This is an optimization exercise on Yosys and OpenROAD, whose aim is small area and a short achievable clock period, not a production implementation.
In this exercise RTL edits were held to simulation tests only and were not proved equivalent to the original.

==> design.v <==
`default_nettype none
module conv_1_control #(
    parameter
        AXI_HP_BIT   = 64,
        ADDR_WIDTH   = 14,
        DATA_WIDTH   = 16,
        ROW_WIDTH    = 10,
        COLUMN_WIDTH = 9,
        MAC_WIDTH    = DATA_WIDTH + DATA_WIDTH,
        OUT_WIDTH    = MAC_WIDTH + 4
)(
    input  wire                                            clk,
    input  wire                                            reset,
    input  wire                                            sudo_reset,
    input  wire                                            conv1_en,
    output reg                                             conv1_done,
    input wire  [9:0]                                      in_row,      
    input wire  [9:0]                                      in_column,   
    input wire  [11:0]                                     input_channel,   
    input wire  [11:0]                                     output_channel,   
    output reg                                             in_rd_en,
    output reg  [ADDR_WIDTH:0]                             in_rd_addr,
    input  wire [AXI_HP_BIT-1:0]                           in_rd_data,
    output reg                                             we_rd_en,
    output reg  [ADDR_WIDTH-1:0]                           we_rd_addr,
    input  wire [AXI_HP_BIT-1:0]                           we_rd_data,
    output reg                                             out_wr_en,
    output reg [ADDR_WIDTH-1:0]                            out_wr_addr,
    output reg [AXI_HP_BIT-1:0]                            out_wr_data
);
    localparam IDLE          = 0,
               LOAD_WEIGHT   = 1,
               LOAD_DATA     = 2,
               LAST_ADD      = 8,
               CONVOLUTION   = 3,
               STORE         = 4,
               DELETE        = 7,
               NEXT          = 5,
               DONE          = 6;
    reg [3:0] state, n_state;
    reg [63:0] buffer [0:3];
    reg [12:0] channel_cnt, weight_cnt, output_cnt;
    reg [10:0] input_cnt;
    reg [3:0] add_cnt;
    reg [5:0] next_channel;
    reg [14:0] next_weight;
    reg [10:0] out_channel_cnt;
    reg [3:0] wait_cnt;
    always@(posedge clk or negedge reset)begin
        if(!reset)begin
            state <= IDLE;
        end
        else if(sudo_reset)begin
            state <= IDLE;
        end
        else
            state <= n_state;
    end
    always@(*)begin
        n_state = state;
        conv1_done = 0;
        case(state)
            IDLE: begin
                if(conv1_en)begin
                    n_state = LOAD_WEIGHT;
                end
            end
            LOAD_WEIGHT: begin
                n_state = LOAD_DATA;
            end
            LOAD_DATA: begin
                n_state = CONVOLUTION;
            end
            CONVOLUTION: begin
                if(channel_cnt == input_channel - 1)begin
                    n_state = STORE;
                end else if(add_cnt == 3)begin
                    n_state = LAST_ADD;
                end else begin
                    n_state = LOAD_DATA;
                end
            end
            LAST_ADD:begin
                n_state = LOAD_WEIGHT;
            end
            STORE: begin
                if(next_channel==(in_row*in_column/4-1))begin
                    n_state = NEXT;
                end else begin
                    n_state = DELETE;
                end  
            end
            DELETE:begin
                n_state = LOAD_WEIGHT;
            end
            NEXT:begin
                if(next_weight == (output_channel-1)*input_channel/4)begin
                    n_state = DONE;
                end else begin
                    n_state = LOAD_WEIGHT;
                end
            end
            DONE:begin
                conv1_done = 1;
                n_state = IDLE;
            end
            default: n_state = IDLE;
        endcase
    end
    always@(posedge clk or negedge reset)begin
        if(!reset)begin
            in_rd_en      <= 0;
            in_rd_addr    <= 0;  
            input_cnt     <= 0;
            we_rd_en      <= 0;
            we_rd_addr    <= 0;
            weight_cnt    <= 0;
            buffer[0]     <= 0;
            buffer[1]     <= 0;
            buffer[2]     <= 0;
            buffer[3]     <= 0;              
            channel_cnt   <= 0;
            out_wr_en     <= 0;
            out_wr_addr   <= 0;
            out_wr_data   <= 0;
            output_cnt    <= 0;
            next_channel  <= 0;
            next_weight   <= 0;
        end
        else if(sudo_reset)begin
            in_rd_en      <= 0;
            in_rd_addr    <= 0;  
            input_cnt     <= 0;
            we_rd_en      <= 0;
            we_rd_addr    <= 0;
            weight_cnt    <= 0;
            buffer[0]     <= 0;
            buffer[1]     <= 0;
            buffer[2]     <= 0;
            buffer[3]     <= 0;              
            channel_cnt   <= 0;
            out_wr_en     <= 0;
            out_wr_addr   <= 0;
            out_wr_data   <= 0;
            output_cnt    <= 0;
            next_channel  <= 0;
            next_weight   <= 0;
        end
        else if(state == IDLE)begin
            in_rd_en      <= 0;
            in_rd_addr    <= 0;  
            input_cnt     <= 0;
            we_rd_en      <= 0;
            we_rd_addr    <= 0;
            weight_cnt    <= 0;  
            buffer[0]     <= 0;
            buffer[1]     <= 0;
            buffer[2]     <= 0;
            buffer[3]     <= 0;              
            channel_cnt   <= 0;
            add_cnt       <= 0;
            out_wr_en     <= 0;
            out_wr_addr   <= 0;
            out_wr_data   <= 0;
            output_cnt    <= 0;
            next_channel  <= 0;
            next_weight   <= 0;
        end
        else if(state == LOAD_WEIGHT)begin
            in_rd_en      <= 0;
            in_rd_addr    <= 0;  
            input_cnt     <= input_cnt;
            we_rd_en      <= 1;
            we_rd_addr    <= next_weight + weight_cnt;  
            weight_cnt    <= weight_cnt;    
            buffer[0]     <= buffer[0];
            buffer[1]     <= buffer[1];
            buffer[2]     <= buffer[2];
            buffer[3]     <= buffer[3];    
            channel_cnt   <= channel_cnt;
            add_cnt       <= 0;
            out_wr_en     <= 0;
            out_wr_addr   <= 0;
            out_wr_data   <= 0;
            output_cnt    <= output_cnt;
        end
        else if(state == LOAD_DATA)begin
            in_rd_en      <= 1;
            in_rd_addr    <= input_cnt;  
            input_cnt     <= input_cnt;
            we_rd_en      <= 1;
            we_rd_addr    <= next_weight + weight_cnt;  
            weight_cnt    <= weight_cnt;    
            buffer[0]     <= buffer[0];
            buffer[1]     <= buffer[1];
            buffer[2]     <= buffer[2];
            buffer[3]     <= buffer[3];    
            channel_cnt   <= channel_cnt;
            add_cnt       <= add_cnt;
            out_wr_en     <= 0;
            out_wr_addr   <= 0;
            out_wr_data   <= 0;
            output_cnt    <= output_cnt;
        end
        else if(state == CONVOLUTION)begin
            in_rd_en      <= 0;
            in_rd_addr    <= 0;  
            input_cnt     <= input_cnt + in_row*in_column/4;
            we_rd_en      <= 0;
            we_rd_addr    <= next_weight + weight_cnt;  
            if(add_cnt == 0)begin
                buffer[0] <= $signed(buffer[0]) + $signed(in_rd_data[15:0])  * $signed(we_rd_data[15:0]);      
                buffer[1] <= $signed(buffer[1]) + $signed(in_rd_data[31:16]) * $signed(we_rd_data[15:0]);     
                buffer[2] <= $signed(buffer[2]) + $signed(in_rd_data[47:32]) * $signed(we_rd_data[15:0]);     
                buffer[3] <= $signed(buffer[3]) + $signed(in_rd_data[63:48]) * $signed(we_rd_data[15:0]);     
            end
            else if(add_cnt == 1)begin
                buffer[0] <= $signed(buffer[0]) + $signed(in_rd_data[15:0])  * $signed(we_rd_data[31:16]);      
                buffer[1] <= $signed(buffer[1]) + $signed(in_rd_data[31:16]) * $signed(we_rd_data[31:16]);     
                buffer[2] <= $signed(buffer[2]) + $signed(in_rd_data[47:32]) * $signed(we_rd_data[31:16]);     
                buffer[3] <= $signed(buffer[3]) + $signed(in_rd_data[63:48]) * $signed(we_rd_data[31:16]);     
            end
            else if(add_cnt == 2)begin
                buffer[0] <= $signed(buffer[0]) + $signed(in_rd_data[15:0])  * $signed(we_rd_data[47:32]);      
                buffer[1] <= $signed(buffer[1]) + $signed(in_rd_data[31:16]) * $signed(we_rd_data[47:32]);     
                buffer[2] <= $signed(buffer[2]) + $signed(in_rd_data[47:32]) * $signed(we_rd_data[47:32]);     
                buffer[3] <= $signed(buffer[3]) + $signed(in_rd_data[63:48]) * $signed(we_rd_data[47:32]);     
            end
            else if(add_cnt == 3)begin
                buffer[0] <= $signed(buffer[0]) + $signed(in_rd_data[15:0])  * $signed(we_rd_data[63:48]);      
                buffer[1] <= $signed(buffer[1]) + $signed(in_rd_data[31:16]) * $signed(we_rd_data[63:48]);     
                buffer[2] <= $signed(buffer[2]) + $signed(in_rd_data[47:32]) * $signed(we_rd_data[63:48]);     
                buffer[3] <= $signed(buffer[3]) + $signed(in_rd_data[63:48]) * $signed(we_rd_data[63:48]);     
            end
            if(add_cnt == 3)begin
                weight_cnt    <= weight_cnt + 1;  
            end
            add_cnt       <= add_cnt +1;
            channel_cnt   <= channel_cnt + 1;
            out_wr_en     <= 0;
            out_wr_addr   <= 0;
            out_wr_data   <= 0;
            output_cnt    <= output_cnt;
        end    
        else if(state == LAST_ADD)begin
                buffer[0] <= $signed(buffer[0]) + $signed(in_rd_data[15:0])  * $signed(we_rd_data[63:63]);      
                buffer[1] <= $signed(buffer[1]) + $signed(in_rd_data[31:16]) * $signed(we_rd_data[63:63]);     
                buffer[2] <= $signed(buffer[2]) + $signed(in_rd_data[47:32]) * $signed(we_rd_data[63:63]);     
                buffer[3] <= $signed(buffer[3]) + $signed(in_rd_data[63:48]) * $signed(we_rd_data[63:63]);     
        end
        else if(state == STORE)begin
            in_rd_en      <= 0;
            in_rd_addr    <= 0;  
            input_cnt     <= input_cnt%(in_row*in_column/4) + 1;
            we_rd_en      <= 0;
            we_rd_addr    <= next_weight;  
            weight_cnt    <= 0;  
            channel_cnt   <= 0;
            out_wr_en     <= 1;
            out_wr_addr   <= output_cnt;
            out_wr_data   <= {buffer[3][15:0],buffer[2][15:0],buffer[1][15:0],buffer[0][15:0]};
            output_cnt    <= output_cnt + 1;
            next_channel  <= next_channel + 1;
        end  
        else if(state == DELETE)begin
            buffer[0]     <= 0;
            buffer[1]     <= 0;
            buffer[2]     <= 0;
            buffer[3]     <= 0;        
        end    
        else if(state == NEXT)begin
            buffer[0]     <= 0;
            buffer[1]     <= 0;
            buffer[2]     <= 0;
            buffer[3]     <= 0;        
            next_channel  <= 0;
            next_weight <= next_weight + input_channel/4;
        end    
        else if(state == DONE)begin
            in_rd_en      <= 0;
            in_rd_addr    <= 0;  
            input_cnt     <= 0;
            we_rd_en      <= 0;
            we_rd_addr    <= 0;
            weight_cnt    <= 0;
            buffer[0]     <= 0;
            buffer[1]     <= 0;
            buffer[2]     <= 0;
            buffer[3]     <= 0;              
            channel_cnt   <= 0;
            out_wr_en     <= 0;
            out_wr_addr   <= 0;
            out_wr_data   <= 0;
            output_cnt    <= 0;
            next_channel  <= 0;
            next_weight   <= 0;
        end
    end
endmodule
==> run.sh <==
#!/bin/bash
# synth_recipe.tcl (not shown) runs the flow's synth.tcl, then flattens the netlist and writes it again
# the make line also repeats each setting of config.mk as NAME=value (left out here)
make -C /OpenROAD-flow-scripts/flow DESIGN_CONFIG=/design/flow/config.mk WORK_HOME=/design/flow/orfs CLKGATE_MAP_FILE= SYNTH_SCRIPT=/design/flow/synth_recipe.tcl finish
==> config.mk <==
export PLATFORM = sky130hd
export DESIGN_NAME = conv_1_control
export DESIGN_NICKNAME = conv_1_control
export VERILOG_FILES = /design/flow/design.v
export SDC_FILE = /design/flow/constraint.sdc
export NUM_CORES = 8
export LEC_CHECK = 0
export CAP_MARGIN = 30
export CORE_MARGIN = 2
export CORE_UTILIZATION = 40
export SLEW_MARGIN = 30
==> constraint.sdc <==
create_clock -name core_clock -period 140.0 [get_ports {clk}]
set_input_delay 28.0000 -clock core_clock [delete_from_list [all_inputs] [get_ports {clk}]]
set_output_delay 28.0000 -clock core_clock [all_outputs]
set_load 0.01 [all_outputs]
==> results.txt <==
- Max transition margin: 30.4%
- Area grow syn2layout: 6.69%
- Core area: 0.302 mm²
- Routability cong.: just over 0.9
- Max Fclk: approximately 7.6 MHz
- GRT Total Usage: 25.2%
- Setup crit end kind: flip-flop
- Setup crit start kind: primary input
- First-pass GRT wire length: between 600,000 and 700,000 µm
- CP peak stage delay: 720 ps
- Setup TNS: 0 ps
- CTS H-tree depth: 2
- CTS Buf Count: 39
- I/O Pins: around 290
- Synth top area share: 28.3%
- Leading area contributor after synthesis: fa_1
- Post-synth EDFFs: 4
- Largest net degree at the start of global routing: 80
- PortBufs: 281
- Max clock buf depth: 3
- Drt first-iter violations: about 6.9k
- Clk slew on worst S/H paths: 60 ps
- CTS Sinks: ~250
- Slew @ Worst Pin: 1040 ps
- Sequential cell area fraction in the yosys report: 5.13%
- Ranking of synthesized cells by area: fa_1 28%, ha_1 17%, inv_1 8.0%
- Cell area after synthesis: between 0.1 and 0.15 mm²
- Slowest CP cell: clkdlybuf4s50_1
- Share of post-route cells with drive strength above 1: 4.53%
- Unrepaired setup endpoints after global routing: no
- PnR worst setup slack: 8680 ps
- First drt pass iteration count: 5
- Final period utilization: a little over nine tenths
- Row Count: 202
- Fin crit period: between 100,000 and 150,000 ps
- Cells after synthesis: around 15k
- Max-cap violations: 0
- Min Hold Slack: between 400 and 500 ps
- Worst Clk Skew: between 70 and 80 ps
- Top_reg_cell synth: dfrtp_1
- Setup violations, final: 0
- Initial Utilization: 40.1%
- Final Hold Vio Count: 0
- Nets@finish: 18.1k
- Clk latency of the worst-skew pair: 710 ps
- Ys Warns: 2
- Status: finished clean
- Vias: ~100k
- CTS root buf: clkbuf_16
- Max-slew violations: 0
- DR WL/cell: about 21 µm
- Number of global-route vias before repair: 103k
- Yosys reg bits: 248
- Initial antenna violation count: 38
- Total wire length: 386,000 µm
- Crit path max fanout: 41
- Mean post-synth cell area: 8.29 µm²
- Count of cell types in the netlist: 126
- DRC: 0
- Chip width: 555 µm
- Grt total ovfl: 0
- Top cell by count, worst path: o21a_1
- CP required: 140,580 ps
- Final core utilization: 42.8%
- HPWL after DPL: 288,000 µm
- Post-route ant nets: 0
- CTS tree: yes
- DP Worst Slack: 5440 ps
- Critical path type: primary input to flip-flop
- Die Y-Extent: 555 µm
- Die footprint: a little over 0.3 mm²
- Critical Path AT: 131,900 ps
- Hold Crit Class: flip-flop to flip-flop
- Ys async rst share: between 90% and 100%
- Vias/cell: 5.41
[cells in the mapped netlist (all sizes together) (71+ instances only)]
| cell type | n |
|---|---|
| mux2 | 97 |
| ha | 1687 |
| o21ai | 233 |
| nor2 | 533 |
| and2 | 1022 |
| a21o | 233 |
| nand2 | 1760 |
| nand2b | 71 |
| inv | 2596 |
| clkbuf | 625 |
| xnor2 | 858 |
| nand3 | 106 |
| nor3 | 265 |
| o22ai | 74 |
| o21a | 204 |
| nor2b | 185 |
| buf | 91 |
| a211oi | 138 |
| o31ai | 144 |
| o21bai | 162 |
| a21oi | 526 |
| a22o | 156 |
| dfrtp | 244 |
| fa | 1716 |
| xor2 | 246 |
[through the flow]
| step | std cells | cell area [µm²] |
|---|---|---|
| 2_1_floorplan | 14700 | 121000 |
| 4_1_cts | 18500 | 129000 |
| 6_report | 18500 | 129000 |
| 3_3_place_gp | 18400 | 128000 |
| 3_5_place_dp | 18400 | 128000 |
| 5_1_grt | 18500 | 129000 |
[layout by cell type, fill, tap and decap left out, types with 44 or more instances in the layout]
cell,n
a211oi_1,133
a21o_1,232
a21oi_1,520
a22o_1,156
and2_1,1018
and3_1,49
buf_2,73
buf_4,222
clkdlybuf4s50_1,205
dfrtp_1,244
fa_1,1715
ha_1,1687
inv_1,2588
mux2_2,91
mux2i_1,56
nand2_1,1753
nand2b_1,71
nand3_1,103
nor2_1,521
nor2b_1,185
nor3_1,254
o21a_1,203
o21ai_0,217
o21bai_1,162
o22ai_1,74
o31ai_1,140
or2_2,44
xnor2_1,857
xor2_1,244
[routing by layer]
layer,GRT usage (%),routed length (µm)
met5,0,181
met4,6.93,12200
met3,4.07,29000
met2,42.4,180000
met1,33.4,165000
[state kept, by name (all words and copies together) (netlist names)]
signal        cells
out_wr_en         1
output_cnt       13
channel_cnt      13
we_rd_addr       14
buffer           64
next_weight      15
in_rd_en          1
input_cnt        11
out_wr_data      64
next_channel      6
weight_cnt       13
we_rd_en          1
state             4
in_rd_addr       11
add_cnt           4
out_wr_addr      13
[area by class of cell]
class | instances | area, µm²
antenna | 8 | 20.0
clock buffer | 52 | 1090
clock inverter | 16 | 188
fill | 30700 | 173000
inverter | 2597 | 9750
multi-input combinational | 11100 | 103000
sequential | 248 | 6230
tap | 3978 | 4980
timing repair buffer | 510 | 4250
[path summary, 6_finish.rpt]
| path | startpoint | to | slack, ps | depth (start not counted) |
|---|---|---|---|---|
| worst max register to register | input_cnt[6]$_DFFE_PN0P_ | input_cnt[10]$_DFFE_PN0P_ | 40270 | 433 |
| min in group asynchronous | reset | channel_cnt[12]$_DFFE_PN0P_ | 27280 | 1 |
| worst max-delay path | in_row[3] | input_cnt[10]$_DFFE_PN0P_ | 8680 | 447 |
| worst min register to register | we_rd_addr[0]$_DFFE_PN0P_ | we_rd_addr[0]$_DFFE_PN0P_ | 470 | 2 |
| max in group asynchronous | reset | buffer[1][3]$_DFFE_PN0P_ | 111120 | 3 |
| worst min-delay path | we_rd_addr[0]$_DFFE_PN0P_ | we_rd_addr[0]$_DFFE_PN0P_ | 470 | 2 |
[critical path: cells and delay by family]
family	cells	cell delay, ps
and+or+nand+nor	103	20790
adders and majority gates	38	13470
buffers and inverters	18	4450
AOI/OAI and AO/OA	277	61540
muxes	11	3320
[timing repair]
action                                  CTS  global route
gates resized for setup                   0            24
setup buffers                             0             3
hold buffers                              0             0
hold endpoints to repair                  0             0
endpoints found under the setup margin    0            11
[logic make-up (layout without fill, tap and decap cells)]
| group | Yosys count | after routing | share of synthesized area [%] |
|---|---|---|---|
| adder cells (fa/ha/maj) | 3403 | 3403 | 45.7 |
| AND/OR/NAND/NOR | 4216 | 4217 | 16.9 |
| AO/OA/AOI/OAI | 2207 | 2207 | 12.6 |
| XOR/XNOR | 1105 | 1105 | 7.99 |
| multiplexers | 154 | 154 | 1.39 |
| flip-flops | 248 | 248 | 5.13 |
| buffers and inverters | 3313 | 3175 | 10.3 |
| other | 1 | 33 | 0.00309 |

==> static timing again, ports no longer ideal <==
In the flow no input, the clock included, has a driving cell. The finished layout below was timed again as built, in two steps. Step 1 assumes that a clkbuf_16 drives the clock port and a buf_2 every other input. Step 2 adds t to the input delays and takes it off the output delays; t is the mean of the earliest and latest rising clock arrival at the registers after step 1. Input paths then give back, and output paths get back, about the clock's delay inside the block. Three values: no drivers, after step 1, after step 2; two values: the first two.
t, ns: 0.760
setup WS [ns]: 8.684 / 8.739 / 7.979
worst setup path after step 2: input to register
After both steps setup and hold are still met in this run. The setup slack of this run moves by +0.055 ns with the drivers and by -0.705 ns with both steps.
